Source: an optimization exercise on an open RTL-to-GDS flow (aim: small area and a short achievable clock period). Production flows keep margins and buffers that such runs may drop. RTL that was checked went through simulation tests only; none was proved equivalent to the original. No functional check of the RTL was part of runs 1 to 3 and 7. Power is estimated from default activity; no workload was simulated.

==> flow/design.v <==
module ADC(clock, reset, ADC_CS_N, ADC_DIN, ADC_SCLK, ADC_DOUT, serial_parallel_data, pre_last);
	input clock, reset;
	output reg ADC_CS_N;
	output reg ADC_DIN;
	output reg ADC_SCLK;
	input ADC_DOUT;
	output reg [11:0] serial_parallel_data;
	output pre_last;
	reg [2:0] pre;
	reg [5:0] j;
	reg [11:0] buffer;
	reg [11:0] data;
	wire tick = pre[2] & pre[0];
	assign pre_last = pre[2] & ~pre[0];
	function [5:0] jstep(input [5:0] x, input ci);
		integer i;
		reg c;
		begin
			c = ci;
			for (i = 0; i < 6; i = i + 1) begin
				jstep[i] = x[i] ^ c;
				c = c & x[i];
			end
			jstep[0] = jstep[0] | c;
		end
	endfunction
	wire [5:0] j_next = jstep(j, tick);
	wire [3:0] cnt_next = j_next[5:2];
	wire quiet_next = (cnt_next == 4'd0);
	always @(posedge clock)
		if (reset) pre <= 3'd0;
		else if (pre_last) pre <= 3'd5;
		else if (tick) pre <= 3'd1;
		else pre <= pre + 3'd1;
	always @(posedge clock)
		if (reset) begin
			j <= 6'd1;
			ADC_CS_N <= 1'b1;
			ADC_SCLK <= 1'b1;
			ADC_DIN <= 1'b0;
			buffer <= 12'd0;
			data <= 12'd0;
			serial_parallel_data <= 12'd0;
		end else begin
			j <= j_next;
			if (tick) begin
			ADC_CS_N <= quiet_next;
			ADC_SCLK <= quiet_next | ~(j_next[1] ^ j_next[0]);
			ADC_DIN <= (cnt_next == 4'd1) | (cnt_next == 4'd7) | (cnt_next == 4'd8) | (cnt_next == 4'd12);
			if (j == 6'd1) begin
				data <= buffer;
				serial_parallel_data <= data;
			end
			if (j[1:0] == 2'b11 && j[5:2] != 4'd0)
				buffer <= {buffer[10:0], ADC_DOUT};
			end
		end
endmodule
module magnitude(voltage, clk, reset, pre_last, sel, cv_x, cv_t, cv_u, amp_t, amp_u, dc_offset);
input reset;
input [11:0] voltage;
input clk;
input pre_last;
input sel;
output [11:0] cv_x;
input [2:0] cv_t;
input [3:0] cv_u;
output reg [2:0] amp_t;
output reg [3:0] amp_u;
output reg [11:0] dc_offset;
reg [11:0] max;
reg [11:0] min;
reg [17:0] T;
function lt12(input [11:0] a, input [11:0] b);
	integer i;
	reg l;
	begin
		l = 1'b0;
		for (i = 0; i < 12; i = i + 1)
			l = (~a[i] & b[i]) | (~(a[i] ^ b[i]) & l);
		lt12 = l;
	end
endfunction
function [12:0] add12(input [11:0] a, input [11:0] b, input ci);
	integer i;
	reg c;
	begin
		c = ci;
		for (i = 0; i < 12; i = i + 1) begin
			add12[i] = a[i] ^ b[i] ^ c;
			c = (a[i] & b[i]) | (c & (a[i] ^ b[i]));
		end
		add12[12] = c;
	end
endfunction
function [18:0] inc18(input [17:0] x, input ci);
	integer i;
	reg c;
	begin
		c = ci;
		for (i = 0; i < 18; i = i + 1) begin
			inc18[i] = x[i] ^ c;
			c = c & x[i];
		end
		inc18[18] = c;
	end
endfunction
localparam [17:0] T0 = 18'd62144;    
wire [18:0] Tn = inc18(T, pre_last);
wire wend = Tn[18];
wire [12:0] sum = add12(max, min, 1'b0);
wire [12:0] dif = add12(max, ~min, 1'b1);
assign cv_x = sel ? dc_offset : dif[11:0];
always @(posedge clk)
if (reset) begin
	amp_t <= 3'd0;
	amp_u <= 4'd0;
	max <= 12'd0;
	min <= 12'hFFF;
	dc_offset <= 12'd0;
	T <= T0;
end else begin
	dc_offset <= sum[12:1];
	if (wend) begin
		amp_t <= 3'd0;
		amp_u <= 4'd0;
		max <= 12'd0;
		min <= 12'hFFF;
		T <= T0;
	end else begin
		if (~sel) begin
			amp_t <= cv_t;
			amp_u <= cv_u;
		end
		if (lt12(max, voltage)) max <= voltage;
		if (lt12(voltage, min)) min <= voltage;
		T <= Tn[17:0];
	end
end
endmodule
module conv50(x, t, u);
input [11:0] x;
output [2:0] t;
output [3:0] u;
function [13:0] add14(input [13:0] a, input [13:0] b);
	integer i;
	reg c;
	begin
		c = 1'b0;
		for (i = 0; i < 14; i = i + 1) begin
			add14[i] = a[i] ^ b[i] ^ c;
			c = (a[i] & b[i]) | (c & (a[i] ^ b[i]));
		end
	end
endfunction
wire [13:0] p = add14(add14({1'b0, x, 1'b0}, {2'b0, x}), {5'b0, x[11:3]});
wire [5:0] v = p[13:8];
reg [6:0] tu;
always @(*) begin
	case (v)
		6'd0: tu = 7'h00; 6'd1: tu = 7'h01; 6'd2: tu = 7'h02; 6'd3: tu = 7'h03; 6'd4: tu = 7'h04;
		6'd5: tu = 7'h05; 6'd6: tu = 7'h06; 6'd7: tu = 7'h07; 6'd8: tu = 7'h08; 6'd9: tu = 7'h09;
		6'd10: tu = 7'h10; 6'd11: tu = 7'h11; 6'd12: tu = 7'h12; 6'd13: tu = 7'h13; 6'd14: tu = 7'h14;
		6'd15: tu = 7'h15; 6'd16: tu = 7'h16; 6'd17: tu = 7'h17; 6'd18: tu = 7'h18; 6'd19: tu = 7'h19;
		6'd20: tu = 7'h20; 6'd21: tu = 7'h21; 6'd22: tu = 7'h22; 6'd23: tu = 7'h23; 6'd24: tu = 7'h24;
		6'd25: tu = 7'h25; 6'd26: tu = 7'h26; 6'd27: tu = 7'h27; 6'd28: tu = 7'h28; 6'd29: tu = 7'h29;
		6'd30: tu = 7'h30; 6'd31: tu = 7'h31; 6'd32: tu = 7'h32; 6'd33: tu = 7'h33; 6'd34: tu = 7'h34;
		6'd35: tu = 7'h35; 6'd36: tu = 7'h36; 6'd37: tu = 7'h37; 6'd38: tu = 7'h38; 6'd39: tu = 7'h39;
		6'd40: tu = 7'h40; 6'd41: tu = 7'h41; 6'd42: tu = 7'h42; 6'd43: tu = 7'h43; 6'd44: tu = 7'h44;
		6'd45: tu = 7'h45; 6'd46: tu = 7'h46; 6'd47: tu = 7'h47; 6'd48: tu = 7'h48; default: tu = 7'h49;
	endcase
end
assign t = tu[6:4];
assign u = tu[3:0];
endmodule
module frequency(clk, reset, data, mean, f_th, f_h, f_t, f_u);
	input clk;
	input reset;
	input [11:0] mean;
	input [11:0] data;
	output [2:0] f_th;
	output [3:0] f_h, f_t, f_u;
	reg [1:0] mode;
	reg [16:0] e;
	reg [4:0] aux;
	reg [16:0] R;
	reg [4:0] s;
	reg [14:0] Q;
	reg [14:0] fout;
	assign f_th = fout[14:12];
	assign f_h = fout[11:8];
	assign f_t = fout[7:4];
	assign f_u = fout[3:0];
	function lt12(input [11:0] a, input [11:0] b);
		integer i;
		reg l;
		begin
			l = 1'b0;
			for (i = 0; i < 12; i = i + 1)
				l = (~a[i] & b[i]) | (~(a[i] ^ b[i]) & l);
			lt12 = l;
		end
	endfunction
	function [17:0] inc17(input [16:0] x, input ci);
		integer i;
		reg c;
		begin
			c = ci;
			for (i = 0; i < 17; i = i + 1) begin
				inc17[i] = x[i] ^ c;
				c = c & x[i];
			end
			inc17[17] = c;
		end
	endfunction
	function [18:0] sub18(input [17:0] a, input [17:0] b);
		integer i;
		reg c;
		begin
			c = 1'b0;
			for (i = 0; i < 18; i = i + 1) begin
				sub18[i] = a[i] ^ ~b[i] ^ c;
				c = (a[i] & ~b[i]) | (c & (a[i] ^ ~b[i]));
			end
			sub18[18] = c;
		end
	endfunction
	wire lt = lt12(data, mean);
	wire eq = (data == mean);
	wire gt = ~lt & ~eq;
	wire xing = gt & ~mode[0];
	wire inc = (lt & ~mode[1]) | (gt & mode[0]);
	wire sat = e[16] & e[15] & ~e[14] & e[13];
	wire busy = ~(s[4] & s[0]);    
	wire last = s[4] & ~s[0];
	wire [17:0] e1x = inc17(e, ~busy & inc & ~sat);
	wire [16:0] e1 = e1x[16:0];
	wire [17:0] a1x = inc17({12'd0, aux}, inc);
	wire [4:0] aux1 = a1x[4:0];
	reg nb;
	always @(*) begin
		case (s)
			5'd0, 5'd1, 5'd6, 5'd7, 5'd9, 5'd11: nb = 1'b1;
			default: nb = 1'b0;
		endcase
	end
	wire [17:0] rs = {R, nb};
	wire [18:0] dfx = sub18(rs, {1'b0, e});
	wire [17:0] df = dfx[17:0];
	wire ge = dfx[18];
	function [3:0] adj(input [3:0] d);
		case (d)
			4'd5: adj = 4'd8;
			4'd6: adj = 4'd9;
			4'd7: adj = 4'd10;
			4'd8: adj = 4'd11;
			4'd9: adj = 4'd12;
			default: adj = d;
		endcase
	endfunction
	wire [3:0] au = adj(Q[3:0]);
	wire [3:0] at = adj(Q[7:4]);
	wire [3:0] ah = adj(Q[11:8]);
	wire [14:0] Qn = {Q[13:12], ah[3], ah[2:0], at[3], at[2:0], au[3], au[2:0], ge};
	wire qstep = (s >= 5'd5);
	always @(posedge clk) begin
		if (reset) begin
			mode <= 2'b00;
			e <= 17'h1FFFF;
			s <= 5'd17;
			Q <= 15'd0;
			fout <= 15'd0;
		end else begin
			if (xing) begin
				fout <= Q;
				Q <= 15'd0;
				R <= 17'd0;
				s <= 5'd0;
				aux <= 5'd0;
				mode <= 2'b11;
			end else begin
				if (gt & mode == 2'b11) mode <= 2'b01;
				if (lt & mode == 2'b01) mode <= 2'b00;
				R <= ge ? df[16:0] : rs[16:0];    
				if (busy) begin
					if (qstep) Q <= Qn;
					s <= s + 5'd1;   
					aux <= aux1;
					if (last) e <= {12'd0, aux1};
				end
				if (~last) e <= e1;
			end
		end
	end
endmodule
module hvsync_generator(
    input clk,
    input reset,
    output en,
    output reg vga_h_sync,
    output reg vga_v_sync,
    output reg vga_blank,
    output reg [9:0] CounterX,
    output reg [8:0] CounterY
  );
    reg b;
    assign en = b;
    function [9:0] inc10(input [9:0] x, input ci);
      integer i;
      reg c;
      begin
        c = ci;
        for (i = 0; i < 10; i = i + 1) begin
          inc10[i] = x[i] ^ c;
          c = c & x[i];
        end
      end
    endfunction
    wire wrap = b & (CounterX == 10'd800);
    wire [9:0] xn = inc10(CounterX, b);
    wire [9:0] yn = inc10({1'b0, CounterY}, wrap);
    wire hs_n = ~((CounterX > 10'd656) && (CounterX < 10'd752));
    wire vs_n = ~(CounterY == 9'd491);
    always @(posedge clk)
    if (reset) begin
      b <= 1'b1;
      CounterX <= 10'd0;
      CounterY <= 9'd0;
    end else begin
      b <= ~b;
      CounterX <= wrap ? 10'd0 : xn;
      CounterY <= yn[8:0];
    end
    always @(posedge clk)
    if (reset) begin
      vga_h_sync <= 1'b1;
      vga_v_sync <= 1'b1;
      vga_blank <= 1'b1;
    end else if (b) begin
      vga_h_sync <= hs_n;
      vga_v_sync <= vs_n;
      vga_blank <= hs_n & vs_n;
    end
endmodule
module vga(vpp_t, vpp_u, off_t, off_u, sel, f_th, f_h, f_t, f_u, clk, reset, vga_h_sync, vga_v_sync, vga_R, vga_G, vga_B, vga_clk, vga_blank, vga_sync);
input clk;
input reset;
input [2:0] vpp_t;
input [3:0] vpp_u;
input [2:0] off_t;
input [3:0] off_u;
output sel;
input [2:0] f_th;
input [3:0] f_h, f_t, f_u;
output vga_h_sync, vga_v_sync, vga_clk, vga_blank, vga_sync;
output [7:0] vga_R, vga_G, vga_B;
wire [9:0] X;
wire [8:0] Y;
reg clk_25;
reg r_q, g_q;
wire pix_en;
wire blank;
always @(posedge clk)
	if (reset) clk_25 <= 1'b0;
	else clk_25 <= ~clk_25;
hvsync_generator sync_gen(.clk(clk), .reset(reset), .en(pix_en), .vga_h_sync(vga_h_sync), .vga_v_sync(vga_v_sync),
                            .vga_blank(blank), .CounterX(X), .CounterY(Y));
assign sel = (X >= 10'd240) && (X < 10'd320);
wire y40 = (Y == 9'd41) || (Y == 9'd80) || (Y == 9'd120) || (Y == 9'd160) || (Y == 9'd200) || (Y == 9'd240) ||
           (Y == 9'd280) || (Y == 9'd320) || (Y == 9'd360) || (Y == 9'd400) || (Y == 9'd439);
wire x40 = (X == 10'd42) || (X == 10'd81) || (X == 10'd121) || (X == 10'd161) || (X == 10'd201) || (X == 10'd241) ||
           (X == 10'd281) || (X == 10'd321) || (X == 10'd361) || (X == 10'd401) || (X == 10'd441) || (X == 10'd481) ||
           (X == 10'd521) || (X == 10'd561) || (X == 10'd601);
wire yellow = ((X == 10'd42) && (((Y >= 9'd41) && (Y <= 9'd430)) || (Y == 9'd439))) ||
              ((Y == 9'd439) && (X >= 10'd52) && (X <= 10'd601));
wire gonly = ((X >= 10'd43) && (X <= 10'd51) && y40) ||
             ((Y >= 9'd431) && (Y <= 9'd438) && x40);
reg box;
wire colL = (X == 10'd79) || (X == 10'd98) || (X == 10'd158) || (X == 10'd177) || (X == 10'd247) || (X == 10'd268) ||
            (X == 10'd399) || (X == 10'd413) || (X == 10'd428) || (X == 10'd444) || (X == 10'd458);
wire colRb = (X == 10'd108) || (X == 10'd168) || (X == 10'd187) || (X == 10'd257) || (X == 10'd278) ||
            (X == 10'd410) || (X == 10'd425) || (X == 10'd440) || (X == 10'd456) || (X == 10'd470);
wire colR = colRb || (X == 10'd90);
wire isL = colL, isR = colR;
wire inH = box & ~colRb;
always @(posedge clk)
	if (reset) box <= 1'b0;
	else if (pix_en) box <= colL | (box & ~colR);
reg [3:0] dg;
reg qf, qm;
always @(*) begin
	dg = 4'd0; qf = 1'b0; qm = 1'b0;
	if (X < 10'd96) dg = {1'b0, vpp_t};
	else if (X < 10'd128) dg = vpp_u;
	else if (X < 10'd240) dg = 4'd0;
	else if (X < 10'd264) dg = {1'b0, off_t};
	else if (X < 10'd320) begin dg = off_u; qf = 1'b1; end
	else if (X < 10'd412) dg = 4'd0;
	else if (X < 10'd427) begin dg = {1'b0, f_th}; qm = 1'b1; end
	else if (X < 10'd442) dg = f_h;
	else if (X < 10'd457) dg = f_t;
	else dg = f_u;
end
reg [6:0] sg;
always @(*) begin
	case (dg)
		4'd0: sg = 7'b1111110;
		4'd1: sg = 7'b0110000;
		4'd2: sg = 7'b1101101;
		4'd3: sg = qf ? 7'b1110011 : 7'b1111001;
		4'd4: sg = qm ? 7'b0110101 : 7'b0110011;
		4'd5: sg = 7'b1011011;
		4'd6: sg = 7'b1011111;
		4'd7: sg = 7'b1110000;
		4'd8: sg = 7'b1111111;
		default: sg = 7'b1111011;
	endcase
end
wire yup = (Y >= 9'd450) && (Y <= 9'd459);
wire ylo = (Y >= 9'd460) && (Y <= 9'd470);
wire dp = ((Y == 9'd469) || (Y == 9'd470)) &&
          (((X == 10'd94) || (X == 10'd95)) || ((X == 10'd171) || (X == 10'd172)) || ((X == 10'd261) || (X == 10'd262)));
wire seg = (inH && (Y == 9'd450) && sg[6]) || (isR && yup && sg[5]) || (isR && ylo && sg[4]) ||
           (inH && (Y == 9'd470) && sg[3]) || (isL && ylo && sg[2]) || (isL && yup && sg[1]) ||
           (inH && (Y == 9'd460) && sg[0]) || dp;
always @(posedge clk)
	if (reset) begin
		r_q <= 1'b0;
		g_q <= 1'b0;
	end else if (pix_en) begin
		r_q <= seg | yellow;
		g_q <= yellow | gonly;
	end
assign vga_R = {8{r_q}};
assign vga_G = {8{g_q}};
assign vga_B = 8'h00;
assign vga_blank = blank;
assign vga_sync = blank;
assign vga_clk = clk_25;
endmodule
module adc_to_vga(clock, reset, ADC_CS_N, ADC_DIN, ADC_SCLK, ADC_DOUT, vga_R, vga_G,
vga_B, vga_clk, vga_blank, vga_sync, vga_h_sync, vga_v_sync);
	output [7:0] vga_R, vga_G, vga_B;
	output wire vga_clk, vga_blank, vga_sync, vga_h_sync, vga_v_sync;
	input clock, reset;
	output wire ADC_CS_N;
	output wire ADC_DIN;
	output wire ADC_SCLK;
	input ADC_DOUT;
	wire [11:0] serial_parallel_data;
	wire pre_last;
	wire [2:0] amp_t;
	wire [3:0] amp_u;
	wire [11:0] signal_offset;
	wire sel;
	wire [11:0] cv_x;
	wire [2:0] cv_t;
	wire [3:0] cv_u;
	wire [2:0] f_th;
	wire [3:0] f_h, f_t, f_u;
ADC system_1(.clock(clock), .reset(reset), .ADC_CS_N(ADC_CS_N), .ADC_DIN(ADC_DIN), .ADC_SCLK(ADC_SCLK), .ADC_DOUT(ADC_DOUT),
	.serial_parallel_data(serial_parallel_data), .pre_last(pre_last));
magnitude system_2(.voltage(serial_parallel_data), .clk(clock), .reset(reset), .pre_last(pre_last), .sel(sel), .cv_x(cv_x), .cv_t(cv_t), .cv_u(cv_u),
	.amp_t(amp_t), .amp_u(amp_u), .dc_offset(signal_offset));
conv50 cv(.x(cv_x), .t(cv_t), .u(cv_u));
frequency system_3(.clk(clock), .reset(reset), .data(serial_parallel_data), .mean(signal_offset),
	.f_th(f_th), .f_h(f_h), .f_t(f_t), .f_u(f_u));
vga system_4(.vpp_t(amp_t), .vpp_u(amp_u), .off_t(cv_t), .off_u(cv_u), .sel(sel), .f_th(f_th), .f_h(f_h), .f_t(f_t), .f_u(f_u),
	.clk(clock), .reset(reset), .vga_h_sync(vga_h_sync), .vga_v_sync(vga_v_sync),
	.vga_R(vga_R), .vga_G(vga_G), .vga_B(vga_B), .vga_clk(vga_clk), .vga_blank(vga_blank), .vga_sync(vga_sync));
endmodule
==> flow/flow/run.sh <==
#!/bin/bash
# Standard layout; the only change is the cell used for the port buffers
# (a plain buf_8 instead of the one the resizer picks), so that the output
# and input paths are not slowed by a delay cell.
set -o pipefail
export BUFFER_PORTS_ARGS="-buffer_cell sky130_fd_sc_hd__buf_8"
bash standard.sh > standard.log 2>&1
==> flow/standard.sh <==
#!/bin/bash
# synth_recipe.tcl (not shown) runs the flow's synth.tcl, then flattens the netlist and writes it again
# the make line also repeats each setting of config.mk as NAME=value (left out here)
make -C /OpenROAD-flow-scripts/flow DESIGN_CONFIG=/design/flow/config.mk WORK_HOME=/design/flow/orfs CLKGATE_MAP_FILE= SYNTH_SCRIPT=/design/flow/synth_recipe.tcl "${@:-finish}"
==> flow/config.mk <==
export PLATFORM = sky130hd
export DESIGN_NAME = adc_to_vga
export DESIGN_NICKNAME = adc_to_vga
export VERILOG_FILES = /design/flow/design.v
export SDC_FILE = /design/flow/constraint.sdc
export NUM_CORES = 4
export LEC_CHECK = 0
export ABC_AREA = 1
export CAP_MARGIN = 20
export CORE_MARGIN = 2
export CORE_UTILIZATION = 40
export SLEW_MARGIN = 20
==> flow/constraint.sdc <==
create_clock -name core_clock -period 110.0 [get_ports {clock}]
set_input_delay 22.0000 -clock core_clock [delete_from_list [all_inputs] [get_ports {clock}]]
set_output_delay 22.0000 -clock core_clock [all_outputs]
set_load 0.01 [all_outputs]
==> results_dict.tcl, run 1 <==
set metrics [dict create \
    status "timing/DRC/antenna clean" \
    htreeDepth 1 \
    grt_pass1_vias 10100 \
    cp-start-kind "register" \
    ys_dominant_reg_cell "dfxtp_1" \
    die_area_um2 34300 \
    fin_nets 1910 \
    antenna_cells 0 \
    drv_cap 0 \
    vdd_drop_max_mv 0.0127 \
    hold-worst-slack_ns 0.438 \
    fp-row-count 66 \
    worstPathArrival_ns 1.47 \
    max_slew_margin 0.370 \
    crit_family "flip-flops" \
    drt_pre_antenna_iters 5 \
    path_buf_inv 1 \
    async_flop_share 0 \
    synth_edf_count 22 \
    cts_root_buf "clkbuf_16" \
    place_ws_ns 86.12 \
    synth_seq_cells 212 \
    wl_um 27300 \
    grt_pass1_wl_um 47500 \
    max_stage_delay_ns 0.77 \
    path_class "register to output pin" \
    syn_area_per_cell_um2 7.50 \
    max_clock_freq_mhz 42.6 \
    syn_inst 1751 \
    synth.area.top_cells "dfxtp_1, ha_1, nand2_1" \
    synth_cell_type_count 47 \
    clock_path_buffers 3 \
    utilization 0.449 \
    antenna_left 0 \
    vias_per_cell 4.82 \
    hold_buffers 0 \
    period_share 0.213 \
    vias 10600 \
    critPathSlowestCell "dfxtp_1" \
    p_leak_nw 6.58 \
    syn-cell-area_um2 13100 \
    drt_iter0_drc 781 \
    io_buffers 26 \
    grt.total_usage 0.165 \
    power_uw 273 \
    place_area_um2 13800 \
    initial_core_util 0.404 \
    hold_path.class "register to register" \
    worstSkewPairLatency_ns 0.52 \
    netlist.area_leader.share 0.290 \
    cts_sinks 212 \
    io_pins 35 \
    fin_crit_ns 23.47 \
    ys_warn_count 6 \
    fin_cells 2200 \
    rsz0062_at_grt "false" \
    grt_max_degree 80 \
    synth.most_common_cell "nand2_1" \
    tightest_slew_ns 0.945 \
    drive_gt1_frac 0.0666 \
    antenna_found_initial 0 \
    cts_tree "built" \
    area_delta_synth_final_pct 11.1 \
    design_area_um2 14600 \
    routabilityCongestion 0.933 \
    final_hold_viol_count 0 \
    p_per_area_nw_per_um2 18.7 \
    die_h_um 185 \
    fin_tns_setup_ns 0 \
    ctsResizeCount 0 \
    cts_buffers 25 \
    slew_viol_final 0 \
    globalRouteOverflowTotal 0 \
    drc 0 \
    crit_path_end_kind "output pin" \
    postCtsSetupBuffers 0 \
    die_w_um 185 \
    num-fill-cells 3259 \
    clock_skew_ns 0.00892 \
    path_clk_slew_ns 0.06 \
    placedCellCount 2154 \
    setup_ws_ns 86.53 \
    crit_chain "buf_8" \
    wl_per_cell_um 12.4 \
    core_area_um2 32500 \
    crit_required_ns 88.00 \
    synth_top_cell_by_area "dfxtp_1" \
    dp_hpwl_um 20200 \
    ys_seq_area_frac 0.340 \
    critical_path_peak_fanout 9 \
    synthTopCellsByCount "nand2_1, inv_1, dfxtp_1" \
    setup_viol 0 \
]
-- flip-flops by register name (all words and copies together), names as in the netlist, 2 cells and up --
signal and flops:
system_4.sync_gen.CounterX 10, system_2.max 12, system_3.fout 15, system_2.T 18
system_3.aux 5, system_3.Q 15, system_3.s 5, system_2.amp_u 4
system_3.R 17, system_1.j 6, system_2.min 12, system_2.dc_offset 12
system_3.mode 2, system_2.amp_t 3, system_1.buffer 12, system_3.e 17
system_1.serial_parallel_data 12, system_1.data 12, system_1.pre 3, system_4.sync_gen.CounterY 9
-- per-layer routing --
layer / wire length (um) / vias up / global-route usage
li1: - / 5580 / -
met1: 13800 / 4780 / 0.235
met2: 11900 / 202 / 0.264
met3: 1130 / 47 / 0.0210
met4: 558 / 0 / 0.0425
met5: 0 / - / 0
-- cells by family (layout without fill, tap and decap cells) --
kind of cell	Yosys count	count (layout)	synth area share
compound gates	267	267	0.120
simple gates	693	693	0.224
fa+ha+maj	168	168	0.188
xor+xnor	8	8	0.00534
other cells	1	8	0.000286
buf+inv	402	402	0.122
flops	212	212	0.340
-- layout make-up --
type	instances	area, um^2	share of cell area
clock buffer	31	688	0.0472
clock inverter	15	141	0.00970
inverter	325	1220	0.0837
multi-input combinational	1144	7090	0.486
sequential	212	4460	0.306
tap	442	553	0.0379
timing repair buffer	31	428	0.0293
-- worst reg2reg max path, cell delays in order (launching register included) --
cell and delay (ns):
dfxtp_1 0.42, ha_1 0.26, o31ai_1 0.09, o21ai_0 0.24
ha_1 0.23, fa_1 0.18, inv_1 0.05, fa_1 0.40
fa_1 0.41, fa_1 0.40, fa_1 0.39, fa_1 0.40
fa_1 0.40, fa_1 0.39, fa_1 0.39, fa_1 0.40
fa_1 0.40, fa_1 0.39, fa_1 0.39, fa_1 0.40
fa_1 0.37, inv_1 0.08, fa_1 0.17, nor2_1 0.09
inv_1 0.70, nand2_1 0.15, o211ai_1 0.15, inv_1 0.06
-- cells in the final DEF, fill, tap and decap left out, types with 4 or more instances in the layout --
cell type,count
nand2_1,339
inv_1,307
dfxtp_1,190
nor2_1,156
nand3_1,130
ha_1,119
a21oi_1,94
o21ai_0,81
fa_1,49
o211ai_1,27
a211oi_1,27
buf_8,26
clkbuf_16,25
edfxtp_1,22
nand4_1,20
nor3_1,15
or2_2,13
inv_2,10
clkinv_1,8
conb_1,8
clkinv_2,8
nand2_2,7
o21ai_1,6
o31ai_1,5
buf_4,5
nor2_2,4
xnor2_1,4
xor2_1,4
o22ai_1,4
clkbuf_8,4
-- final timing paths --
| kind | startpoint | end | slack [ns] | depth (start not counted) |
|---|---|---|---|---|
| worst min register to register | system_4.clk_25 | system_4.clk_25 | 0.44 | 1 |
| worst min-delay path | system_4.clk_25 | system_4.clk_25 | 0.44 | 1 |
| worst max register to register | system_3.s[0] | system_3.R[12] | 101.36 | 27 |
| worst max-delay path | system_4.g_q | vga_G[2] | 86.53 | 1 |
-- power by group --
| part | leakage [nW] | total, mW | switching (mW) | internal, mW |
|---|---|---|---|---|
| logic | 4.40 | 0.0918 | 0.0569 | 0.0350 |
| clock network | 0.412 | 0.0823 | 0.0331 | 0.0492 |
| registers | 1.77 | 0.0986 | 0.00782 | 0.0907 |
==> run 2, diff against run 1 <==
==> flow/flow/run.sh (replaced) <==
#!/bin/bash
# Standard layout; the only change is the cell used for the port buffers
# (a plain buf_4 instead of the one the resizer picks), so that the output
# and input paths are not slowed by a delay cell.
set -o pipefail
export BUFFER_PORTS_ARGS="-buffer_cell sky130_fd_sc_hd__buf_4"
bash standard.sh > standard.log 2>&1
==> results_dict.tcl, run 2 <==
set metrics [dict create \
    die_w_um 185 \
    hold-worst-slack_ns 0.405 \
    worstSkewPairLatency_ns 0.52 \
    synthMuxAreaShare 0 \
    vdd_drop_max_mv 0.0106 \
    synth_top_family_by_area "simple AND/OR/NAND/NOR gates" \
    die_h_um 185 \
    drt_iter0_drc 632 \
    hold_buffers 0 \
    crit_path_end_kind "register" \
    reg_top3 "system_2.T x18, system_3.R x17, system_3.e x17" \
    design_area_um2 14400 \
    largest_reg_flops 18 \
    antenna_left 0 \
    postCtsSetupBuffers 0 \
    worstPathArrival_ns 24.02 \
    cts_tree "built" \
    wl_per_cell_um 12.5 \
    ys_dominant_reg_cell "dfxtp_1" \
    min_from "system_4.clk_25" \
    cts_root_buf "clkbuf_16" \
    cp-start-kind "input pin" \
    drv_cap 0 \
    status "timing/DRC/antenna clean" \
    ys_warn_count 6 \
    path_clk_slew_ns 0.05 \
    setup_viol 0 \
    synth.area.top_cells "dfxtp_1, ha_1, nand2_1" \
    globalRouteOverflowTotal 0 \
    syn-cell-area_um2 13100 \
    tightest_slew_ns 0.934 \
    synth-simple-area-share 0.224 \
    rr_endpoint "system_3.R[11]" \
    cts_sinks 212 \
    synth_top_cell_by_area "dfxtp_1" \
    crit_chain "buf_4 > buf_4 > inv_2 > buf_4 > nand2_1 > a21oi_1" \
    reg2reg_setup_slack_ns 101.45 \
    final_hold_viol_count 0 \
    synth_edf_count 22 \
    antenna_found_initial 0 \
    dp_hpwl_um 20400 \
    htreeDepth 1 \
    critical_path_peak_fanout 58 \
    antenna_cells 0 \
    fin_tns_setup_ns 0 \
    grt.total_usage 0.168 \
    crit_required_ns 110.43 \
    path_buf_inv 4 \
    grt_pass1_vias 10200 \
    fin_cells 2201 \
    async_flop_share 0 \
    p_per_area_nw_per_um2 18.7 \
    vias 10600 \
    ctsResizeCount 0 \
    grt_pass1_wl_um 48000 \
    io_pins 35 \
    largest-register "system_2.T" \
    max_clock_freq_mhz 42.4 \
    drt_pre_antenna_iters 5 \
    power_uw 269 \
    synth-xor-area-share 0.00534 \
    setup_ws_ns 86.40 \
    routabilityCongestion 0.894 \
    fp-row-count 66 \
    vias_per_cell 4.80 \
    netlist.area_leader.share 0.290 \
    synth_compound_area_frac 0.120 \
    core_area_um2 32500 \
    synthAdderAreaFrac 0.188 \
    fin_crit_ns 23.60 \
    path_class "input pin to register" \
    hold_depth 1 \
    wl_um 27500 \
    syn_inst 1751 \
    ys_seq_area_frac 0.340 \
    clock_path_buffers 3 \
    period_share 0.215 \
    crit_family "buffers and inverters" \
    clock_skew_ns 0.0142 \
    synth.most_common_cell "nand2_1" \
    grt_max_degree 65 \
    final_cell_mix "nand2_1, inv_1, dfxtp_1" \
    utilization 0.443 \
    drive_gt1_frac 0.0642 \
    final_common_cell "nand2_1" \
    whs_endpoint "system_4.clk_25" \
    initial_core_util 0.404 \
    hold_path.class "register to register" \
    rr_startpoint "system_3.s[0]" \
    place_ws_ns 85.81 \
    crit_path_frequent_cell "buf_4" \
    max_slew_margin 0.377 \
    placedCellCount 2155 \
    io_buffers 26 \
    synth_seq_cells 212 \
    syn_area_per_cell_um2 7.50 \
    critPathSlowestCell "buf_4" \
    place_area_um2 13600 \
    cts_buffers 25 \
    p_leak_nw 6.51 \
    area_delta_synth_final_pct 9.46 \
    fin_nets 1911 \
    reg2regPathDepth 27 \
    slew_viol_final 0 \
    drc 0 \
    synth_cell_type_count 47 \
    die_area_um2 34300 \
    synthTopCellsByCount "nand2_1, inv_1, dfxtp_1" \
    max_stage_delay_ns 0.53 \
    rsz0062_at_grt "false" \
]
==> run 2: logic make-up after synthesis <==
group                    Yosys count
AO/OA/AOI/OAI                    267
buffers and inverters            402
XOR/XNOR                           8
adder cells (fa/ha/maj)          168
AND/OR/NAND/NOR                  693
other                              1
flip-flops                       212
==> run 2: worst max path at each step <==
stage	from	end	slack [ns]	depth (start not counted)
floorplan	reset	system_3.R[0]	86.68	3
global placement	reset	system_3.Q[9]	85.88	6
detailed placement	reset	system_3.Q[8]	85.81	6
CTS	reset	system_3.Q[8]	86.35	6
global route	reset	system_3.Q[8]	86.14	6
finish	reset	system_3.Q[8]	86.40	6
==> run 2: area by class of cell <==
cell class	instances	area, um^2
fill	3262	18100
multi-input combinational	1144	7090
sequential	212	4460
inverter	325	1220
clock buffer	40	762
tap	442	553
timing repair buffer	32	240
clock inverter	6	40.0
==> run 2: routing by layer <==
metal	wire, um	GRT usage	vias up
met4	461	0.0381	0
met3	1250	0.0234	39
met1	13600	0.232	4754
met5	0	0	-
met2	12100	0.277	194
li1	-	-	5575
==> run 2: where the power goes <==
| part | internal [mW] | total (mW) | switching [mW] | leakage, nW |
|---|---|---|---|---|
| clock network | 0.0474 | 0.0795 | 0.0321 | 0.394 |
| logic | 0.0343 | 0.0908 | 0.0565 | 4.34 |
| registers | 0.0908 | 0.0986 | 0.00780 | 1.77 |
| total | 0.172 | 0.269 | 0.0965 | 6.51 |
==> run 2: worst reg2reg max path, stage by stage (launching register included) <==
cell and delay, ns:
dfxtp_1 0.42, ha_1 0.26, o31ai_1 0.10, o21ai_0 0.26
ha_1 0.23, fa_1 0.17, inv_1 0.05, fa_1 0.40
fa_1 0.40, fa_1 0.39, fa_1 0.39, fa_1 0.40
fa_1 0.39, fa_1 0.39, fa_1 0.39, fa_1 0.39
fa_1 0.39, fa_1 0.39, fa_1 0.39, fa_1 0.40
fa_1 0.38, inv_1 0.08, fa_1 0.16, nor2_1 0.09
inv_1 0.68, nand2_1 0.13, o211ai_1 0.16, inv_1 0.07
==> run 3, diff against run 2 <==
--- a/flow/design.v
+++ b/flow/design.v
@@ -70,7 +70,7 @@
 output reg [11:0] dc_offset;
 reg [11:0] max;
 reg [11:0] min;
-reg [17:0] T;
+reg [19:0] T;
 function lt12(input [11:0] a, input [11:0] b);
 	integer i;
 	reg l;
@@ -93,21 +93,9 @@
 		add12[12] = c;
 	end
 endfunction
-function [18:0] inc18(input [17:0] x, input ci);
-	integer i;
-	reg c;
-	begin
-		c = ci;
-		for (i = 0; i < 18; i = i + 1) begin
-			inc18[i] = x[i] ^ c;
-			c = c & x[i];
-		end
-		inc18[18] = c;
-	end
-endfunction
-localparam [17:0] T0 = 18'd62144;    
-wire [18:0] Tn = inc18(T, pre_last);
-wire wend = Tn[18];
+localparam [19:0] T0 = 20'd1;
+localparam [19:0] TEND = 20'h44F1F;
+wire wend = (T == TEND);
 wire [12:0] sum = add12(max, min, 1'b0);
 wire [12:0] dif = add12(max, ~min, 1'b1);
 assign cv_x = sel ? dc_offset : dif[11:0];
@@ -134,7 +122,7 @@
 		end
 		if (lt12(max, voltage)) max <= voltage;
 		if (lt12(voltage, min)) min <= voltage;
-		T <= Tn[17:0];
+		T <= {T[18:0], T[19] ^ T[16]};
 	end
 end
 endmodule
==> flow/run.sh (new file) <==
#!/bin/bash
# synth_recipe.tcl (not shown) runs the flow's synth.tcl, then flattens the netlist and writes it again
# the make line also repeats each setting of config.mk as NAME=value (left out here)
make -C /OpenROAD-flow-scripts/flow DESIGN_CONFIG=/design/flow/config.mk WORK_HOME=/design/flow/orfs CLKGATE_MAP_FILE= SYNTH_SCRIPT=/design/flow/synth_recipe.tcl finish
removed: flow/flow/run.sh
removed: flow/standard.sh
==> results_dict.tcl, run 3 <==
set metrics [dict create \
    status "timing/DRC/antenna clean" \
    grt_pass1_vias 10000 \
    drt_pre_antenna_iters 4 \
    synth_edf_count 22 \
    globalRouteOverflowTotal 0 \
    grt_pass1_wl_um 47500 \
    max_clock_freq_mhz 40.7 \
    vdd_drop_max_mv 0.0317 \
    period_share 0.223 \
    wl_um 27600 \
    tightest_slew_ns 0.949 \
    ys_dominant_reg_cell "dfxtp_1" \
    ys_warn_count 6 \
    io_pins 35 \
    io_buffers 26 \
    p_leak_nw 6.57 \
    area_delta_synth_final_pct 10.0 \
    drt_iter0_drc 550 \
    routabilityCongestion 0.861 \
    fin_tns_setup_ns 0 \
    initial_core_util 0.403 \
    die_w_um 184 \
    crit_required_ns 110.44 \
    cts_sinks 214 \
    cts_root_buf "clkbuf_16" \
    hold-worst-slack_ns 0.416 \
    synth.area.top_cells "dfxtp_1, ha_1, nand2_1" \
    die_area_um2 34000 \
    htreeDepth 1 \
    cts_tree "built" \
    syn-cell-area_um2 13000 \
    vias_per_cell 4.79 \
    drc 0 \
    setup_viol 0 \
    p_per_area_nw_per_um2 31.1 \
    final_common_cell "nand2_1" \
    antenna_left 0 \
    syn_area_per_cell_um2 7.46 \
    clock_skew_ns 0.0153 \
    die_h_um 184 \
    synth_cell_type_count 53 \
    grt_max_degree 77 \
    final_hold_viol_count 0 \
    crit_path_end_kind "register" \
    grt.total_usage 0.167 \
    max_slew_margin 0.367 \
    wl_per_cell_um 12.6 \
    critical_path_peak_fanout 76 \
    fin_crit_ns 24.54 \
    worstPathArrival_ns 24.98 \
    hold_buffers 0 \
    fp-row-count 66 \
    synth_top_cell_by_area "dfxtp_1" \
    synthTopCellsByCount "nand2_1, inv_1, nor2_1" \
    cts_buffers 25 \
    fin_nets 1887 \
    drv_cap 0 \
    worstSkewPairLatency_ns 0.52 \
    postCtsSetupBuffers 0 \
    drive_gt1_frac 0.0519 \
    final_cell_mix "nand2_1, inv_1, nor2_1" \
    dp_hpwl_um 20300 \
    cp-start-kind "input pin" \
    path_class "input pin to register" \
    synth_seq_cells 214 \
    slew_viol_final 0 \
    largest-register "system_2.T" \
    setup_ws_ns 85.46 \
    ctsResizeCount 0 \
    antenna_found_initial 0 \
    async_flop_share 0 \
    core_area_um2 32300 \
    largest_reg_flops 20 \
    place_ws_ns 84.92 \
    rsz0062_at_grt "false" \
    reg_top3 "system_2.T x20, system_3.R x17, system_3.e x17" \
    ys_seq_area_frac 0.346 \
    netlist.area_leader.share 0.295 \
    clock_path_buffers 3 \
    vias 10500 \
    path_clk_slew_ns 0.06 \
    synth.most_common_cell "nand2_1" \
    syn_inst 1744 \
    hold_path.class "register to register" \
    antenna_cells 0 \
]
-- run 3: final timing paths --
kind,startpoint,endpoint,slack (ns),cells past startpoint
setup reg to reg,system_3.s[0],system_3.R[13],101.46,27
hold / removal,system_4.clk_25,system_4.clk_25,0.42,1
setup / recovery,reset,system_2.amp_t[1],85.46,8
hold reg to reg,system_4.clk_25,system_4.clk_25,0.42,1
-- run 3: through the flow --
step           cells  cell area [um^2]  utilization  power (mW)
2_1_floorplan   1751             13000            -       0.308
3_3_place_gp    2149             13500        0.419       0.364
3_5_place_dp    2149             13500        0.419       0.368
4_1_cts         2195             14300        0.444       0.452
5_1_grt         2195             14300        0.444       0.500
6_report        2195             14300        0.444       0.445
-- run 3: power by group --
part	switching, mW	internal (mW)
clock network	0.0324	0.0487
logic	0.160	0.0945
registers	0.0108	0.0990
total	0.203	0.242
-- run 3: layer usage --
metal,vias to the layer above,global-route usage,part of all wire
li1,5521,-,-
met1,4758,0.231,0.50
met2,172,0.275,0.45
met3,54,0.0186,0.034
met4,0,0.0483,0.025
met5,-,0,0
-- run 3: cell type report --
class / count / area (um^2)
clock buffer: 35 / 693
tap: 442 / 553
clock inverter: 11 / 114
fill: 3245 / 18000
multi-input combinational: 1144 / 6960
inverter: 317 / 1190
sequential: 214 / 4500
timing repair buffer: 32 / 300
-- run 3: worst max-delay path, stage by stage --
cell and delay [ns]:
buf_2 0.09, buf_4 0.37, inv_2 0.11, buf_4 0.53, nand2_1 0.55, inv_1 0.87
o21ai_0 0.23, a21oi_1 0.16
-- run 3: cells by family (layout without fill, tap and decap cells) --
group           after synthesis  count (layout)  share of synthesized area
other cells                   1               8                   0.000288
simple gates                703             703                      0.230
xor+xnor                      9               9                    0.00606
compound gates              274             274                      0.124
flops                       214             214                      0.346
fa+ha+maj                   150             150                      0.172
buf+inv                     393             395                      0.121
==> run 4, diff against run 3 <==
--- a/flow/design.v
+++ b/flow/design.v
@@ -94,8 +94,8 @@
 	end
 endfunction
 localparam [19:0] T0 = 20'd1;
-localparam [19:0] TEND = 20'h44F1F;
-wire wend = (T == TEND);
+localparam [19:0] TPRE = 20'hA278F;
+reg wend;
 wire [12:0] sum = add12(max, min, 1'b0);
 wire [12:0] dif = add12(max, ~min, 1'b1);
 assign cv_x = sel ? dc_offset : dif[11:0];
@@ -107,7 +107,9 @@
 	min <= 12'hFFF;
 	dc_offset <= 12'd0;
 	T <= T0;
+	wend <= 1'b0;
 end else begin
+	wend <= (T == TPRE);
 	dc_offset <= sum[12:1];
 	if (wend) begin
 		amp_t <= 3'd0;
==> results_dict.tcl, run 4 <==
set metrics [dict create \
    core_area_um2 32400 \
    place_ws_ns 85.76 \
    path_class "input pin to register" \
    syn-cell-area_um2 13100 \
    vdd_drop_max_mv 0.0209 \
    worstPathArrival_ns 24.03 \
    fin_nets 1912 \
    multi_input_area_um2 6970 \
    cp-start-kind "input pin" \
    cts_sinks 215 \
    switchingPower_uw 203 \
    drc 0 \
    p_leak_nw 6.57 \
    wl_per_cell_um 12.5 \
    synth_seq_cells 215 \
    sw_frac_of_total 0.459 \
    vias_per_cell 4.86 \
    drt_iter0_drc 613 \
    register_area_um2 4520 \
    pwr-share-seq 0.249 \
    synth-xor-area-share 0.00536 \
    die_w_um 185 \
    crit_required_ns 110.38 \
    p_per_area_nw_per_um2 30.8 \
    period_share 0.215 \
    drt_pre_antenna_iters 5 \
    io_pins 35 \
    synth_compound_area_frac 0.119 \
    die_h_um 185 \
    p_int_uw 239 \
    final_common_cell "nand2_1" \
    globalRouteOverflowTotal 0 \
    synth-simple-area-share 0.234 \
    area_delta_synth_final_pct 9.87 \
    async_flop_share 0 \
    ctsResizeCount 0 \
    wl_um 27700 \
    power_frac_comb 0.569 \
    worstSkewPairLatency_ns 0.52 \
    synth_cell_type_count 50 \
    use_met1 0.224 \
    setup_viol 0 \
    crit_path_end_kind "register" \
    largest-register "system_2.T" \
    clock_skew_ns 0.00960 \
    clock_path_buffers 3 \
    syn_area_per_cell_um2 7.38 \
    gr-usage-met3 0.0207 \
    htreeDepth 1 \
    synth_top_family_by_area "simple AND/OR/NAND/NOR gates" \
    critical_path_peak_fanout 44 \
    postCtsSetupBuffers 0 \
    ys_seq_area_frac 0.346 \
    setup_ws_ns 86.35 \
    antenna_found_initial 0 \
    syn_inst 1770 \
    path_clk_slew_ns 0.06 \
    initial_core_util 0.404 \
    num-fill-cells 3317 \
    slew_viol_final 0 \
    largest_reg_flops 20 \
    use_met2 0.294 \
    synth_edf_count 22 \
    ys_dominant_reg_cell "dfxtp_1" \
    synthMuxAreaShare 0 \
    grt_max_degree 49 \
    reg_top3 "system_2.T x20, system_3.R x17, system_3.e x17" \
    antenna_cells 0 \
    routabilityCongestion 0.839 \
    drv_cap 0 \
    synth.most_common_cell "nand2_1" \
    fin_tns_setup_ns 0 \
    max_clock_freq_mhz 42.3 \
    synthAdderAreaFrac 0.172 \
    fp-row-count 66 \
    grt_pass1_wl_um 48800 \
    cts_buffers 25 \
    max_slew_margin 0.378 \
    io_buffers 26 \
    utilization 0.443 \
    dp_hpwl_um 20400 \
    antenna_left 0 \
    hold_buffers 0 \
    ys_warn_count 6 \
    grt.total_usage 0.170 \
    synth.area.top_cells "dfxtp_1, ha_1, nand2_1" \
    grt_pass1_vias 10400 \
    tightest_slew_ns 0.932 \
    busiest_layer "met2" \
    synthTopCellsByCount "nand2_1, inv_1, nor2_1" \
    vias 10800 \
    netlist.area_leader.share 0.296 \
    drive_gt1_frac 0.0456 \
    final_cell_mix "nand2_1, inv_1, nor2_1" \
    status "timing/DRC/antenna clean" \
    fin_crit_ns 23.65 \
    die_area_um2 34100 \
    hold_path.class "register to register" \
    synth_top_cell_by_area "dfxtp_1" \
    cts_tree "built" \
    clkPwrFrac 0.182 \
    cts_root_buf "clkbuf_16" \
    final_hold_viol_count 0 \
    power_uw 441 \
    rsz0062_at_grt "false" \
]
==> run 4: cell types whose count changed after synthesis, moves of 6 or more <==
cell	delta
a21oi_1	-15
inv_1	+10
nand2_1	+9
nor2_1	+21
o21ai_0	+6
o31ai_1	-6
==> run 4: routing by layer <==
layer  share of wire  routed length [um]
met1            0.47               13100
met3           0.032                 896
met5               0                   0
met4           0.020                 555
met2            0.47               13100
==> run 4: power by group through the flow <==
stage	combinational, mW	sequential [mW]	clock (mW)
global route	0.299	0.112	0.0866
floorplan	0.199	0.109	0
CTS	0.254	0.110	0.0832
detailed placement	0.252	0.112	0
finish	0.251	0.110	0.0804
global placement	0.246	0.111	0
==> run 4: through the flow <==
stage,area [um^2],hold WS [ns],instances
after floorplan,13100,0.408,1777
after global placement,13600,0.393,2174
after detailed placement,13600,0.399,2174
after CTS,14400,0.408,2219
after global routing,14400,0.424,2219
final,14400,0.405,2219
==> run 4: kinds of logic after synthesis <==
logic type      count (synthesis)
compound gates                267
xor+xnor                        8
fa+ha+maj                     150
buf+inv                       398
flops                         215
other cells                     1
simple gates                  731
==> run 4: worst max-delay path: stages <==
cell and delay, ns:
buf_2 0.50, buf_4 0.59, inv_2 0.29, nand2_1 0.53, a21oi_1 0.09
==> run 4: path summary, 6_finish.rpt <==
path	from	to	slack, ns	depth (start not counted)
setup / recovery	reset	system_3.Q[14]	86.35	5
hold / removal	system_4.clk_25	system_4.clk_25	0.40	1
setup reg to reg	system_3.s[0]	system_3.R[12]	101.38	27
hold reg to reg	system_4.clk_25	system_4.clk_25	0.40	1
==> run 4: cell type report <==
cell class | count | area share
inverter | 320 | 0.0837
multi-input combinational | 1164 | 0.486
sequential | 215 | 0.315
clock buffer | 33 | 0.0471
tap | 442 | 0.0385
clock inverter | 12 | 0.00828
timing repair buffer | 33 | 0.0214
==> run 5, diff against run 4 <==
==> flow/flow/run.sh (new file) <==
#!/bin/bash
# Standard layout; the only change is the cell used for the port buffers
# (a plain buf_2 instead of the one the resizer picks), so that the output
# and input paths are not slowed by a delay cell.
set -o pipefail
export BUFFER_PORTS_ARGS="-buffer_cell sky130_fd_sc_hd__buf_2"
bash standard.sh > standard.log 2>&1
==> flow/standard.sh (new file) <==
#!/bin/bash
# synth_recipe.tcl (not shown) runs the flow's synth.tcl, then flattens the netlist and writes it again
# the make line also repeats each setting of config.mk as NAME=value (left out here)
make -C /OpenROAD-flow-scripts/flow DESIGN_CONFIG=/design/flow/config.mk WORK_HOME=/design/flow/orfs CLKGATE_MAP_FILE= SYNTH_SCRIPT=/design/flow/synth_recipe.tcl "${@:-finish}"
--- a/flow/config.mk
+++ b/flow/config.mk
@@ -6,7 +6,7 @@
 export NUM_CORES = 4
 export LEC_CHECK = 0
 export ABC_AREA = 1
-export CAP_MARGIN = 20
+export CAP_MARGIN = 50
 export CORE_MARGIN = 2
 export CORE_UTILIZATION = 40
-export SLEW_MARGIN = 20
+export SLEW_MARGIN = 70
removed: flow/run.sh
==> results_dict.tcl, run 5 <==
set metrics [dict create \
    cts_tree "built" \
    vias_per_cell 4.82 \
    crit_cells 1 \
    max_stage_delay_ns 0.45 \
    synth.area.top_cells "dfxtp_1, ha_1, nand2_1" \
    drt_pre_antenna_iters 5 \
    rsz0062_at_grt "false" \
    syn_area_per_cell_um2 7.38 \
    die_h_um 185 \
    largest_reg_flops 20 \
    num-fill-cells 3318 \
    grt_pass1_vias 10400 \
    reg_top3 "system_2.T x20, system_3.R x17, system_3.e x17" \
    clkPwrFrac 0.186 \
    synth_top_cell_by_area "dfxtp_1" \
    ys_dominant_reg_cell "dfxtp_1" \
    path_buf_inv 1 \
    worstPathArrival_ns 1.15 \
    hold_depth 1 \
    syn_inst 1770 \
    io_pins 35 \
    wl_um 27600 \
    postCtsSetupBuffers 0 \
    sw_frac_of_total 0.458 \
    syn-cell-area_um2 13100 \
    vdd_drop_max_mv 0.0195 \
    p_int_uw 242 \
    placedCellCount 2179 \
    drv_cap 0 \
    reg2reg_setup_slack_ns 101.80 \
    slew_viol_final 0 \
    design_area_um2 14400 \
    path_clk_slew_ns 0.06 \
    rr_endpoint "system_3.R[3]" \
    fin_nets 1918 \
    switchingPower_uw 205 \
    cts_buffers 26 \
    clock_skew_ns 0.00953 \
    final_hold_viol_count 0 \
    die_w_um 185 \
    drc 0 \
    grt_max_degree 48 \
    multi_input_area_um2 7020 \
    initial_core_util 0.404 \
    antenna_cells 0 \
    synth_cell_type_count 50 \
    core_area_um2 32400 \
    dp_hpwl_um 20300 \
    period_share 0.210 \
    synth.most_common_cell "nand2_1" \
    synth_edf_count 22 \
    antenna_left 0 \
    ctsResizeCount 0 \
    cts_sinks 215 \
    max_clock_freq_mhz 43.2 \
    fin_cells 2225 \
    die_area_um2 34100 \
    utilization 0.444 \
    synthTopCellsByCount "nand2_1, inv_1, nor2_1" \
    p_per_area_nw_per_um2 31.1 \
    place_area_um2 13500 \
    cp-start-kind "register" \
    netlist.area_leader.share 0.296 \
    crit_required_ns 88.00 \
    synth_seq_cells 215 \
    path_class "register to output pin" \
    fin_crit_ns 23.15 \
    p_leak_nw 6.64 \
    clock_path_buffers 3 \
    register_area_um2 4520 \
    globalRouteOverflowTotal 0 \
    fp-row-count 66 \
    min_from "system_4.clk_25" \
    ys_seq_area_frac 0.346 \
    reg2regPathDepth 27 \
    htreeDepth 1 \
    antenna_found_initial 0 \
    worstSkewPairLatency_ns 0.52 \
    critPathSlowestCell "dfxtp_1" \
    largest-register "system_2.T" \
    setup_viol 0 \
    drt_iter0_drc 473 \
    final_cell_mix "nand2_1, inv_1, nor2_1" \
    final_common_cell "nand2_1" \
    ys_warn_count 6 \
    grt.total_usage 0.167 \
    wl_per_cell_um 12.4 \
    fin_tns_setup_ns 0 \
    crit_chain "buf_2" \
    async_flop_share 0 \
    rr_startpoint "system_3.s[0]" \
    io_buffers 26 \
    routabilityCongestion 0.878 \
    drive_gt1_frac 0.0723 \
    crit_path_end_kind "output pin" \
    whs_endpoint "system_4.clk_25" \
    pwr-share-seq 0.247 \
    vias 10700 \
    grt_pass1_wl_um 48000 \
    power_frac_comb 0.568 \
    area_delta_synth_final_pct 10.0 \
    hold_buffers 0 \
    cts_root_buf "clkbuf_16" \
    critical_path_peak_fanout 9 \
    hold_path.class "register to register" \
    status "timing/DRC/antenna clean" \
    crit_family "flip-flops" \
]
## run 5: final cells by class
| type | instances | share of cell area |
|---|---|---|
| tap | 442 | 0.0385 |
| timing repair buffer | 38 | 0.0170 |
| inverter | 320 | 0.0839 |
| multi-input combinational | 1164 | 0.488 |
| clock buffer | 40 | 0.0539 |
| sequential | 215 | 0.315 |
| clock inverter | 6 | 0.00392 |
## run 5: metrics by stage
step	hold WS (ns)	worst slack [ns]	power, mW
2_1_floorplan	0.408	86.82	0.308
3_3_place_gp	0.408	86.42	0.356
3_5_place_dp	0.397	86.56	0.366
4_1_cts	0.406	86.82	0.452
5_1_grt	0.436	86.77	0.501
6_report	0.401	86.85	0.447
## run 5: logic make-up after synthesis
logic type,synth area share
simple gates,0.234
xor+xnor,0.00536
compound gates,0.119
fa+ha+maj,0.172
flops,0.346
buf+inv,0.123
other cells,0.000287
## run 5: power by group through the flow
stage / registers [mW] / clock network [mW] / logic, mW
floorplan: 0.109 / 0 / 0.199
global placement: 0.111 / 0 / 0.245
detailed placement: 0.112 / 0 / 0.254
CTS: 0.110 / 0.0855 / 0.256
global route: 0.112 / 0.0888 / 0.300
finish: 0.110 / 0.0829 / 0.254
## run 5: worst max path at each step
stage                       from                   to  slack, ns
floorplan                  reset        system_3.R[0]      86.82
global placement           reset        system_2.T[0]      86.42
detailed placement         reset  system_1.buffer[11]      86.56
CTS                 system_4.r_q             vga_R[7]      86.82
global route        system_4.r_q             vga_R[1]      86.77
finish              system_4.r_q             vga_R[3]      86.85
## run 5: per-layer routing
layer / GRT usage / part of all wire / vias up
met3: 0.0190 / 0.032 / 43
met1: 0.216 / 0.48 / 4882
met5: 0 / 0 / -
li1: - / - / 5613
met4: 0.0470 / 0.021 / 0
met2: 0.294 / 0.47 / 180
==> run 6, diff against run 5 <==
==> flow/flow/run.sh (replaced) <==
#!/bin/bash
# Standard layout; the only change is the cell used for the port buffers
# (a plain buf_4 instead of the one the resizer picks), so that the output
# and input paths are not slowed by a delay cell.
set -o pipefail
export BUFFER_PORTS_ARGS="-buffer_cell sky130_fd_sc_hd__buf_4"
bash standard.sh > standard.log 2>&1
==> results_dict.tcl, run 6 <==
set metrics [dict create \
    crit_required_ns 88.00 \
    hold_path.class "register to register" \
    crit_path_end_kind "output pin" \
    dp_hpwl_um 20400 \
    hold_buffers 0 \
    period_share 0.211 \
    vdd_drop_max_mv 0.0182 \
    ys_warn_count 6 \
    syn_inst 1770 \
    fin_crit_ns 23.20 \
    drt_iter0_drc 501 \
    register_area_um2 4520 \
    p_per_area_nw_per_um2 30.8 \
    drv_cap 0 \
    setup_viol 0 \
    vias 10700 \
    largest-register "system_2.T" \
    fin_tns_setup_ns 0 \
    fp-row-count 66 \
    critical_path_peak_fanout 9 \
    routabilityCongestion 0.876 \
    synth_top_cell_by_area "dfxtp_1" \
    path_class "register to output pin" \
    clock_path_buffers 3 \
    vias_per_cell 4.83 \
    async_flop_share 0 \
    critPathSlowestCell "dfxtp_1" \
    reg_top3 "system_2.T x20, system_3.R x17, system_3.e x17" \
    slew_viol_final 0 \
    die_h_um 185 \
    ctsResizeCount 0 \
    final_hold_viol_count 0 \
    final_common_cell "nand2_1" \
    max_stage_delay_ns 0.48 \
    synth.most_common_cell "nand2_1" \
    wl_um 27800 \
    core_area_um2 32400 \
    die_w_um 185 \
    cts_tree "built" \
    power_uw 443 \
    worstPathArrival_ns 1.20 \
    postCtsSetupBuffers 0 \
    drive_gt1_frac 0.0736 \
    syn-cell-area_um2 13100 \
    fin_nets 1915 \
    crit_chain "buf_4" \
    synth_seq_cells 215 \
    drc 0 \
    initial_core_util 0.404 \
    ys_dominant_reg_cell "dfxtp_1" \
    cts_buffers 25 \
    grt_max_degree 61 \
    area_delta_synth_final_pct 10.2 \
    antenna_found_initial 0 \
    io_buffers 26 \
    num-fill-cells 3352 \
    max_clock_freq_mhz 43.1 \
    io_pins 35 \
    antenna_left 0 \
    path_clk_slew_ns 0.06 \
    synth.area.top_cells "dfxtp_1, ha_1, nand2_1" \
    synth_edf_count 22 \
    synthTopCellsByCount "nand2_1, inv_1, nor2_1" \
    worstSkewPairLatency_ns 0.54 \
    grt.total_usage 0.168 \
    cts_sinks 215 \
    synth_cell_type_count 50 \
    drt_pre_antenna_iters 5 \
    syn_area_per_cell_um2 7.38 \
    crit_family "flip-flops" \
    largest_reg_flops 20 \
    antenna_cells 0 \
    cp-start-kind "register" \
    globalRouteOverflowTotal 0 \
    cts_root_buf "clkbuf_16" \
    p_leak_nw 6.63 \
    grt_pass1_vias 10300 \
    final_cell_mix "nand2_1, inv_1, nor2_1" \
    htreeDepth 1 \
    wl_per_cell_um 12.5 \
    clock_skew_ns 0.0146 \
    ys_seq_area_frac 0.346 \
    rsz0062_at_grt "false" \
    netlist.area_leader.share 0.296 \
    grt_pass1_wl_um 48100 \
    multi_input_area_um2 7010 \
    die_area_um2 34100 \
    status "timing/DRC/antenna clean" \
    path_buf_inv 1 \
]
## run 6: metrics by stage
| step | cells | instance area, um^2 | worst slack, ns | utilization | hold slack (ns) |
|---|---|---|---|---|---|
| 2_1_floorplan | 1777 | 13100 | 86.82 | - | 0.408 |
| 3_3_place_gp | 2174 | 13500 | 86.34 | 0.417 | 0.404 |
| 3_5_place_dp | 2177 | 13600 | 86.54 | 0.419 | 0.402 |
| 4_1_cts | 2222 | 14400 | 86.77 | 0.444 | 0.413 |
| 5_1_grt | 2222 | 14400 | 86.73 | 0.445 | 0.421 |
| 6_report | 2222 | 14400 | 86.80 | 0.445 | 0.408 |
## run 6: logic make-up (layout without fill, tap and decap cells)
| family | Yosys count | after routing | synth area share |
|---|---|---|---|
| fa+ha+maj | 150 | 150 | 0.172 |
| buf+inv | 398 | 401 | 0.123 |
| simple gates | 731 | 731 | 0.234 |
| other cells | 1 | 8 | 0.000287 |
| compound gates | 267 | 267 | 0.119 |
| xor+xnor | 8 | 8 | 0.00536 |
| flops | 215 | 215 | 0.346 |
## run 6: cell type report
cell class / count / share of cell area
Multi-Input combinational cell: 1164 / 0.487
Sequential cell: 215 / 0.314
Inverter: 320 / 0.0838
Clock buffer: 35 / 0.0496
Tap cell: 442 / 0.0384
Timing Repair Buffer: 36 / 0.0200
Clock inverter: 10 / 0.00669
## run 6: path summary, 6_finish.rpt
path                                      start               to  slack (ns)  depth (start not counted)
worst min-delay path            system_4.clk_25  system_4.clk_25        0.41                          1
worst max register to register  system_2.max[0]     system_4.r_q      101.89                         41
worst min register to register  system_4.clk_25  system_4.clk_25        0.41                          1
worst max-delay path               system_4.r_q         vga_R[6]       86.80                          1
## run 6: routing by layer
layer / vias up / routed length, um / global-route usage
met2: 182 / 13400 / 0.301
met5: - / 0 / 0
met3: 36 / 914 / 0.0221
met1: 4890 / 13000 / 0.216
li1: 5614 / - / -
met4: 0 / 588 / 0.0390
## run 6: report_power, final
group	total [mW]	internal, mW	switching, mW	leakage, nW
sequential	0.110	0.0993	0.0109	1.80
clock	0.0813	0.0478	0.0336	0.398
combinational	0.251	0.0926	0.159	4.43
total	0.443	0.240	0.203	6.63
==> run 7, diff against run 6 <==
--- a/flow/design.v
+++ b/flow/design.v
@@ -132,36 +132,21 @@
 input [11:0] x;
 output [2:0] t;
 output [3:0] u;
-function [13:0] add14(input [13:0] a, input [13:0] b);
+function [14:0] add15(input [14:0] a, input [14:0] b);
 	integer i;
 	reg c;
 	begin
 		c = 1'b0;
-		for (i = 0; i < 14; i = i + 1) begin
-			add14[i] = a[i] ^ b[i] ^ c;
+		for (i = 0; i < 15; i = i + 1) begin
+			add15[i] = a[i] ^ b[i] ^ c;
 			c = (a[i] & b[i]) | (c & (a[i] ^ b[i]));
 		end
 	end
 endfunction
-wire [13:0] p = add14(add14({1'b0, x, 1'b0}, {2'b0, x}), {5'b0, x[11:3]});
-wire [5:0] v = p[13:8];
-reg [6:0] tu;
-always @(*) begin
-	case (v)
-		6'd0: tu = 7'h00; 6'd1: tu = 7'h01; 6'd2: tu = 7'h02; 6'd3: tu = 7'h03; 6'd4: tu = 7'h04;
-		6'd5: tu = 7'h05; 6'd6: tu = 7'h06; 6'd7: tu = 7'h07; 6'd8: tu = 7'h08; 6'd9: tu = 7'h09;
-		6'd10: tu = 7'h10; 6'd11: tu = 7'h11; 6'd12: tu = 7'h12; 6'd13: tu = 7'h13; 6'd14: tu = 7'h14;
-		6'd15: tu = 7'h15; 6'd16: tu = 7'h16; 6'd17: tu = 7'h17; 6'd18: tu = 7'h18; 6'd19: tu = 7'h19;
-		6'd20: tu = 7'h20; 6'd21: tu = 7'h21; 6'd22: tu = 7'h22; 6'd23: tu = 7'h23; 6'd24: tu = 7'h24;
-		6'd25: tu = 7'h25; 6'd26: tu = 7'h26; 6'd27: tu = 7'h27; 6'd28: tu = 7'h28; 6'd29: tu = 7'h29;
-		6'd30: tu = 7'h30; 6'd31: tu = 7'h31; 6'd32: tu = 7'h32; 6'd33: tu = 7'h33; 6'd34: tu = 7'h34;
-		6'd35: tu = 7'h35; 6'd36: tu = 7'h36; 6'd37: tu = 7'h37; 6'd38: tu = 7'h38; 6'd39: tu = 7'h39;
-		6'd40: tu = 7'h40; 6'd41: tu = 7'h41; 6'd42: tu = 7'h42; 6'd43: tu = 7'h43; 6'd44: tu = 7'h44;
-		6'd45: tu = 7'h45; 6'd46: tu = 7'h46; 6'd47: tu = 7'h47; 6'd48: tu = 7'h48; default: tu = 7'h49;
-	endcase
-end
-assign t = tu[6:4];
-assign u = tu[3:0];
+wire [14:0] p = add15({1'b0, x, 2'b0}, {3'b0, x});
+wire [14:0] q = add15({1'b0, p[11:0], 2'b0}, {3'b0, p[11:0]});
+assign t = p[14:12];
+assign u = q[14:11];
 endmodule
 module frequency(clk, reset, data, mean, f_th, f_h, f_t, f_u);
 	input clk;
==> flow/flow/run.sh (replaced) <==
#!/bin/bash
# Standard layout; the only change is the cell used for the port buffers
# (a plain buf_2 instead of the one the resizer picks), so that the output
# and input paths are not slowed by a delay cell.
set -o pipefail
export BUFFER_PORTS_ARGS="-buffer_cell sky130_fd_sc_hd__buf_2"
bash standard.sh > standard.log 2>&1
==> results_dict.tcl, run 7 <==
set metrics [dict create \
    status "timing/DRC/antenna clean" \
    syn-cell-area_um2 12700 \
    fin_crit_ns 23.18 \
    path_buf_inv 1 \
    cts_sinks 215 \
    fin_nets 1818 \
    crit_required_ns 88.00 \
    drv_cap 0 \
    grt_pass1_vias 9666 \
    final_cell_mix "inv_1, nand2_1, dfxtp_1" \
    rsz0062_at_grt "false" \
    crit_family "flip-flops" \
    syn_area_per_cell_um2 7.58 \
    synth_edf_count 22 \
    hold_path.class "register to register" \
    initial_core_util 0.404 \
    drt_pre_antenna_iters 5 \
    critPathSlowestCell "dfxtp_1" \
    cts_root_buf "clkbuf_16" \
    core_area_um2 31500 \
    netlist.area_leader.share 0.304 \
    hold_depth 1 \
    hold-worst-slack_ns 0.399 \
    utilization 0.445 \
    synth.most_common_cell "inv_1" \
    antenna_left 0 \
    drive_gt1_frac 0.0830 \
    power_uw 385 \
    ys_seq_area_frac 0.356 \
    path_clk_slew_ns 0.06 \
    synth_cell_type_count 52 \
    synth_top_cell_by_area "dfxtp_1" \
    grt_pass1_wl_um 45900 \
    synth_seq_cells 215 \
    syn_inst 1678 \
    htreeDepth 1 \
    final_common_cell "inv_1" \
    synth.area.top_cells "dfxtp_1, ha_1, inv_1" \
    wl_um 26700 \
    final_hold_viol_count 0 \
    grt.total_usage 0.164 \
    ctsResizeCount 0 \
    antenna_found_initial 0 \
    die_w_um 182 \
    io_pins 35 \
    fin_tns_setup_ns 0 \
    die_h_um 182 \
    die_area_um2 33300 \
    drc 0 \
    vdd_drop_max_mv 0.0243 \
    setup_viol 0 \
    vias 10200 \
    largest-register "system_2.T" \
    antenna_cells 0 \
    p_per_area_nw_per_um2 27.5 \
    crit_path_end_kind "output pin" \
    num-fill-cells 3145 \
    multi_input_area_um2 6700 \
    design_area_um2 14000 \
    path_class "register to output pin" \
    async_flop_share 0 \
    synthTopCellsByCount "inv_1, nand2_1, dfxtp_1" \
    dp_hpwl_um 19700 \
    ys_dominant_reg_cell "dfxtp_1" \
    crit_cells 1 \
    globalRouteOverflowTotal 0 \
    reg_top3 "system_2.T x20, system_3.R x17, system_3.e x17" \
    postCtsSetupBuffers 0 \
    clock_skew_ns 0.0168 \
    grt_max_degree 65 \
    register_area_um2 4530 \
    max_clock_freq_mhz 43.1 \
    hold_buffers 0 \
    period_share 0.211 \
    critical_path_peak_fanout 9 \
    wl_per_cell_um 12.8 \
    area_delta_synth_final_pct 9.96 \
    reg2regPathDepth 39 \
    largest_reg_flops 20 \
    place_area_um2 13100 \
    routabilityCongestion 0.897 \
    cp-start-kind "register" \
    fp-row-count 65 \
    io_buffers 26 \
    cts_tree "built" \
    max_stage_delay_ns 0.47 \
    p_leak_nw 6.31 \
    cts_buffers 24 \
    worstPathArrival_ns 1.18 \
    ys_warn_count 6 \
    crit_chain "buf_2" \
    worstSkewPairLatency_ns 0.52 \
    slew_viol_final 0 \
    vias_per_cell 4.87 \
    clock_path_buffers 3 \
    drt_iter0_drc 626 \
]
## run 7: cells by family after synthesis
kind of cell / synth area share
DFF: 0.356
and+or+nand+nor: 0.209
other: 0.000295
buffers and inverters: 0.124
adders and majority gates: 0.172
AOI/OAI and AO/OA: 0.133
xor gates and xnor gates: 0.00551
## run 7: metal layers
layer / up-vias / track usage / share of wire
met5: - / 0 / 0
met4: 0 / 0.0400 / 0.021
met3: 36 / 0.0259 / 0.042
met2: 182 / 0.266 / 0.44
met1: 4604 / 0.228 / 0.50
li1: 5338 / - / -
## run 7: report_power, final
part | internal (mW) | switching, mW
registers | 0.0992 | 0.0106
logic | 0.0750 | 0.115
clock network | 0.0518 | 0.0328
## run 7: path summary, 6_finish.rpt
path,slack (ns),startpoint,end
max,86.82,system_4.r_q,vga_R[1]
min,0.40,system_4.clk_25,system_4.clk_25
max reg2reg,101.40,system_4.sync_gen.CounterX[5],system_4.r_q
min reg2reg,0.40,system_4.clk_25,system_4.clk_25
## run 7: area by class of cell
cell class | instances | share of cell area
repair buffers | 38 | 0.0177
clock buffers | 26 | 0.0435
inverters | 313 | 0.0842
clock inverters | 18 | 0.0163
well taps | 402 | 0.0359
multi-input cells | 1076 | 0.479
flip-flops and latches | 215 | 0.323
## run 7: metrics by stage
step                      instances  worst slack [ns]
after global routing           2088             86.75
after CTS                      2087             86.79
after detailed placement       2043             86.65
after global placement         2039             86.46
final                          2088             86.82
after floorplan                1685             86.44

[port drivers added, routing unchanged]
In the flow no input, the clock included, has a driving cell. The finished layouts below were timed again as built, in two steps. Step 1 (the two cells are an assumption about what drives the block):
set clk [get_ports {clock}]
set_driving_cell -lib_cell sky130_fd_sc_hd__clkbuf_16 $clk
set_driving_cell -lib_cell sky130_fd_sc_hd__buf_2 [delete_from_list [all_inputs] $clk]
Step 2 times the ports against the registers' clock, not the clock port: input delays grow and output delays shrink by t, the midpoint of the rising clock arrivals with the driver on. Slacks: ideal ports / drivers / drivers and shift; pairs: ideal ports / drivers.
run | shift t [ns] | slack for setup (ns) | hold slack, ns | worst register clock-pin slew, ns
run 1 | 0.567 | 86.526 / 86.478 / 86.145 | 0.438 / 0.438 / 0.438 | 0.06 / 0.06
run 2 | 0.559 | 86.404 / 86.431 / 85.872 | 0.405 / 0.405 / 0.405 | 0.06 / 0.06
run 3 | 0.564 | 85.458 / 85.489 / 84.925 | 0.416 / 0.416 / 0.416 | 0.06 / 0.06
run 4 | 0.569 | 86.346 / 86.354 / 85.806 | 0.405 / 0.405 / 0.405 | 0.06 / 0.06
run 5 | 0.569 | 86.850 / 86.800 / 86.570 | 0.401 / 0.401 / 0.401 | 0.06 / 0.06
run 6 | 0.577 | 86.799 / 86.752 / 86.550 | 0.408 / 0.408 / 0.408 | 0.06 / 0.06
run 7 | 0.559 | 86.824 / 86.776 / 86.647 | 0.399 / 0.399 / 0.399 | 0.06 / 0.06
After both steps every run listed still meets setup and hold. For run 4, which loses most, drivers alone change the setup slack by +0.008 ns; drivers and shift together by -0.540 ns.
